What follows belongs to an exercise in optimizing a design on an open flow for small area; a production flow would make more cautious choices.
In this exercise RTL edits were held to simulation tests only and were not proved equivalent to the original.
No activity file was given, so power comes from the tool's default toggle rates.

Setup of v31:
// nidhogg
module nidhogg(
    input wire clk,
    input wire rst,
    input wire BTNL,
    input wire BTNR,
    input wire BTND,
    input wire BTNU,
    input wire BTNC,
    input wire sw,
    input wire PS2Data,
    input wire PS2Clk,
    output wire vs,
    output wire hs,
    output wire [3:0] r,
    output wire [3:0] g,
    output wire [3:0] b,
    output wire [11:0] rom_bg_addr,
    input  wire [11:0] rom_bg_data,
    output wire [11:0] rom_torch_up_addr,
    input  wire [11:0] rom_torch_up_data,
    output wire [11:0] rom_torch_down_addr,
    input  wire [11:0] rom_torch_down_data,
    output wire [11:0] rom_window_up_addr,
    input  wire [11:0] rom_window_up_data,
    output wire [11:0] rom_window_down_addr,
    input  wire [11:0] rom_window_down_data,
    output wire [11:0] rom_pl_head_addr,
    input  wire [11:0] rom_pl_head1_data,
    input  wire [11:0] rom_pl_head2_data,
    output wire [11:0] rom_pl_legs_addr,
    input  wire [11:0] rom_pl_legs1_data,
    input  wire [11:0] rom_pl_legs2_data,
    output wire [9:0]  rom_pl_sword_addr,
    input  wire [11:0] rom_pl_sword_data,
    output wire [11:0] rom_pr_head_addr,
    input  wire [11:0] rom_pr_head1_data,
    input  wire [11:0] rom_pr_head2_data,
    output wire [11:0] rom_pr_legs_addr,
    input  wire [11:0] rom_pr_legs1_data,
    input  wire [11:0] rom_pr_legs2_data,
    output wire [9:0]  rom_pr_sword_addr,
    input  wire [11:0] rom_pr_sword_data,
    output wire [13:0] rom_sign_l_addr,
    input  wire [11:0] rom_sign_l_data,
    output wire [13:0] rom_sign_r_addr,
    input  wire [11:0] rom_sign_r_data,
    output wire [9:0]  rom_crown_r_addr,
    input  wire [11:0] rom_crown_r_data,
    output wire [9:0]  rom_crown_l_addr,
    input  wire [11:0] rom_crown_l_data
);
export LEC_CHECK = 0
export CAP_MARGIN = 20
export CORE_MARGIN = 2
export CORE_UTILIZATION = 65
export SLEW_MARGIN = 20
create_clock -name core_clock -period 25.0 [get_ports {clk}]
standard.sh (not shown) runs the stock make flow with config.mk's settings and CLKGATE_MAP_FILE= SYNTH_SCRIPT=/design/flow/synth_recipe.tcl, a recipe that flattens the netlist after the stock synthesis.
==> flow/flow/run.sh <==
#!/bin/bash
# Standard layout (bash standard.sh), with two changes:
#  - the port buffers are the smallest buffer (sky130_fd_sc_hd__buf_1) instead
#    of the one buffer_ports picks by default; every input and output port
#    still gets its own buffer;
#  - clock tree synthesis uses clkbuf_4 buffers, sink clusters of up to 10
#    flip-flops within 40 um, and no dummy loads.
export BUFFER_PORTS_ARGS="-buffer_cell sky130_fd_sc_hd__buf_1"
export CTS_ARGS="-sink_clustering_enable -repair_clock_nets -dont_use_dummy_load -buf_list sky130_fd_sc_hd__clkbuf_4 -sink_clustering_size 10 -sink_clustering_max_diameter 40"
bash standard.sh > standard.log 2>&1
v31 was carried through to the last stage, and its layout satisfied the timing, design-rule and antenna checks.
Inputs modified between v31 and v26:
diff --git a/flow/design.v b/flow/design.v
--- a/flow/design.v
+++ b/flow/design.v
@@ -567,34 +567,32 @@
     reg winL_hold, winR_hold;
     assign winR = winR_hold || (vise && condR);
     assign winL = winL_hold || (vise && condL);
     always @(posedge clk)
         if (rst) begin
             winL_hold <= 0;
             winR_hold <= 0;
         end else begin
             winL_hold <= winL;
             winR_hold <= winR;
         end
-    wire in_c = condR ? in_cR : in_cL;
-    wire [11:0] crown_d = condR ? rom_crown_r_data : rom_crown_l_data;
     reg [11:0] rgb_f;
     always @(posedge clk)
         if (rst || !vise)                                rgb_f <= 12'h000;
         else if (condR) begin
-            if (in_c && (crown_d != KEY))                rgb_f <= crown_d;
+            if (in_cR && (rom_crown_r_data != KEY))      rgb_f <= rom_crown_r_data;
             else if (sgn && (sgn_d == 12'hB0F))          rgb_f <= 12'hCF0;
             else if (sgn && (sgn_d == 12'h305))          rgb_f <= 12'h774;
             else                                         rgb_f <= rgb_e;
         end else if (condL) begin
-            if (in_c && (crown_d != KEY))                rgb_f <= crown_d;
+            if (in_cL && (rom_crown_l_data != KEY))      rgb_f <= rom_crown_l_data;
             else if (sgn && (sgn_d != KEY))              rgb_f <= sgn_d;
             else                                         rgb_f <= rgb_e;
         end else                                         rgb_f <= rgb_e;
     assign {r, g, b} = rgb_f;
 endmodule
 module debouncer(
     input clk,
     input rst,
     input I,
     output reg O
     );
Results
In v26 relative to v31, distinct cell type count after synthesis had gone down by a few percent.
Layout net count is higher on v31
Any difference in mean post-synth cell area between v26 and v31 is small enough to ignore.
Compare v26 and v31 | number of instances in the placed design higher: v31
v26: PASS, flow complete, no timing, DRC or antenna violations
v31: flow completed, timing, DRC and antenna clean
v31 → v26: number of flip-flops and latches stayed essentially flat; number of design rule violations left after detail routing has remained practically unchanged; xor-xnor portion of the synthesized cell area comparable; register-to-register slack has decreased; initial antenna violation count was more or less identical.
v26 vs. v31: worst-case vdd ir drop went up about 22%; switching power as a share of total power picked up an extra 3.9 points; final non-filler cell total -16.
Any difference in fraction of the cycle the final worst path needs between v31 and v26 is small enough to ignore.
Wire length (higher): v26

========
== run a ==
nidhogg, a different RTL version from the one above (not shown whole).
Size: ~2700 cells after synthesis, roughly 550 flip-flops, about 430 I/O pins, roughly 27000 um^2 of cells after synthesis.
Settings: LEC_CHECK=0, CAP_MARGIN=20, CORE_MARGIN=2, CORE_UTILIZATION=65, SLEW_MARGIN=20; clock period 25.0 ns.
Scripts as last shown in full above: flow/flow/run.sh
Edits applied to the flow inputs when going from run a to run b:
--- a/flow/design.v
+++ b/flow/design.v
@@ -85,36 +85,39 @@
             H <= 0;
             V <= (V == 10'd627) ? 10'd0 : V_inc;
         end else
             H <= H_inc;
     assign hs = (ge16(H, 16'd845)) && (le16(H, 16'd972));
     assign vs = (ge16(H, 16'd845)) ? ((ge16(V, 16'd600)) && (le16(V, 16'd622)))
                                : ((ge16(V, 16'd601)) && (le16(V, 16'd623)));
     wire vis0 = (le16(H, 16'd799)) && (le16(V, 16'd599));
     reg [10:0] hb_, hc_, hd_;
-    reg [6:0]  he_;                  
+    reg [6:0]  he_, hf_;             
     reg [9:0]  Vp;
     always @(posedge clk)
         if (rst)                Vp <= 0;
         else if (H == 11'd1055) Vp <= V;
     wire h_lt1 = (H == 11'd0);
     wire h_lt2 = (H[10:1] == 10'd0);
     wire h_lt3 = h_lt2 || (H == 11'd2);
     wire h_lt4 = (H[10:2] == 9'd0);
     wire [5:0] vb_ = h_lt1 ? Vp[5:0] : V[5:0];
     wire [9:0] vc_ = h_lt2 ? Vp : V;
     wire [9:0] vd_ = h_lt3 ? Vp : V;
     wire [6:0] ve_ = h_lt4 ? Vp[6:0] : V[6:0];
+    wire h_lt5 = h_lt4 || (H == 11'd4);
+    wire [6:0] vf_ = h_lt5 ? Vp[6:0] : V[6:0];
     reg visb, visc, visd, vise;
     always @(posedge clk) begin
         hb_ <= H;   visb <= vis0;
         hc_ <= hb_; visc <= visb;
         he_ <= hd_[6:0]; vise <= visd;
+        hf_ <= he_;
     end
     always @(posedge clk)
         if (rst) begin
             hd_ <= 0; visd <= 1'b1;
         end else begin
             hd_ <= hc_; visd <= visc;
         end
     reg [11:0] rgb_b;
     always @(posedge clk)
@@ -534,38 +537,33 @@
         if (rst) begin
             dead_L_a <= 0;
             dead_R_a <= 0;
         end else begin
             dead_L_a <= act_ok && hitA;
             dead_R_a <= act_ok && !hitA && hitB;
         end
     dead_timer dt_R (.clk(clk), .reset(rst), .active(dead_R_a), .premature_stop(pos_reset), .death(dead_R));
     dead_timer dt_L (.clk(clk), .reset(rst), .active(dead_L_a), .premature_stop(pos_reset), .death(dead_L));
-    reg [13:0] addr_sign;
     reg [9:0]  addr_cR, addr_cL;
     wire [4:0] acL_y, acL_x;
     rsub #(5) u_acL_y (.a(ve_[4:0]), .b(yposL_o), .d(acL_y));
     rsub #(5) u_acL_x (.a(he_[4:0]), .b(xposL_o), .d(acL_x));
     always @(posedge clk) begin
-        addr_sign <= {ve_ - 7'd28, he_ - 7'd16};
         addr_cR   <= {addrR[10:6] + 5'd19, ~addrR[4], addrR[3:0]};
         addr_cL   <= {acL_y, acL_x};
     end
+    wire [13:0] addr_sign = {vf_ - 7'd28, hf_ - 7'd16};
     assign rom_sign_l_addr  = addr_sign;
     assign rom_sign_r_addr  = addr_sign;
     assign rom_crown_r_addr = addr_cR;
     assign rom_crown_l_addr = addr_cL;
-    wire [10:0] dxLe;
-    rsub #(11) u_dxLe (.a(hd_), .b(xposL[10:0]), .d(dxLe));
-    wire [9:0] dyLe;
-    rsub #(10) u_dyLe (.a(V), .b({1'b0, yposL}), .d(dyLe));
-    wire crL_x = (ge16(dxLe, 16'd18)) && (le16(dxLe, 16'd49)) && ((le16(xposL, 16'd1037)) || (ge16(xposL, 16'd4080)));
-    wire crL_y = (!dyLe[9] && (le16(dyLe, 16'd12))) || (dyLe[9] && (ge16(dyLe, 16'd1005)));
+    wire crL_x = (ge16(dxL, 16'd19)) && (le16(dxL, 16'd50)) && ((le16(xposL, 16'd1037)) || (ge16(xposL, 16'd4080)));
+    wire crL_y = (!dyL[9] && (le16(dyL, 16'd12))) || (dyL[9] && (ge16(dyL, 16'd1005)));
     wire sgn_y_e = (ge16(V, 16'd284)) && (le16(V, 16'd411));
     reg in_cL, sgn_l, sgn_r;
     always @(posedge clk) begin
         in_cL <= crL_x && crL_y;
         sgn_l <= sgn_y_e && (ge16(hd_, 16'd274)) && (le16(hd_, 16'd401));
         sgn_r <= sgn_y_e && (ge16(hd_, 16'd402)) && (le16(hd_, 16'd529));
     end
     wire sgn   = sgn_l || sgn_r;
     wire [11:0] sgn_d = sgn_l ? rom_sign_l_data : rom_sign_r_data;
Notes after the runs:
- Run b | status: complete | timing, DRC, antenna: pass
- Run b vs run a: total non-filler cell area in the finished layout down slightly
- Worst slew margin relative to its limit on run b is ahead of run a.
- Relative to run a, number of synthesized register bits decreased by 7 in run b.
- Fmax is lower on run b
- Lower final worst clock skew was reported by run b, not run a.
- Wire length on met2, run b vs run a: down slightly
- Run b vs run a, fraction of met2 tracks used by global routing went down by 1.7 points.
- When run b is set beside run a, its critical path depth turns out to be 11 larger.
- Taking run a as the reference, in run b routed length on met1 saw an increase, gate count of the mapped netlist roughly the same, overall power consumption saw an increase, fraction of power consumed by combinational cells shows an increase of 3.9 points.

## static timing again, ports no longer ideal
In the flow no input, the clock included, has a driving cell. The finished layouts below were timed again as built, in two steps.
Step 1 sets driving cells, clkbuf_16 on the clock port and buf_2 on the other inputs (assumed; they add their load-dependent delay and slew).
Step 2 moves the port delays by t, midway between the first and last clock arrival at a register: inputs arrive t later, outputs are due t later. That takes back most of the time a late clock gives input paths.
Three values: no drivers, after step 1, after step 2; two values: the first two.
run | t, ns | slack for setup (ns) | clock arrival spread, ns | slew at the worst register clock pin (ns) | cell pins on the clock port's net
v31 | 0.852 | 15.508 / 15.539 / 14.687 | 0.098 / 0.098 | 0.12 / 0.12 | 1
v26 | 0.861 | 15.504 / 15.466 / 14.675 | 0.062 / 0.063 | 0.11 / 0.11 | 1
run a | 0.856 | 15.940 / 15.884 / 15.208 | 0.151 / 0.151 | 0.11 / 0.11 | 1
run b | 0.857 | 15.789 / 15.825 / 14.968 | 0.075 / 0.074 | 0.11 / 0.11 | 1
After both steps every run listed still meets setup and hold. The setup slack of v26, which loses most, moves by -0.038 ns with the drivers and by -0.829 ns with both steps.
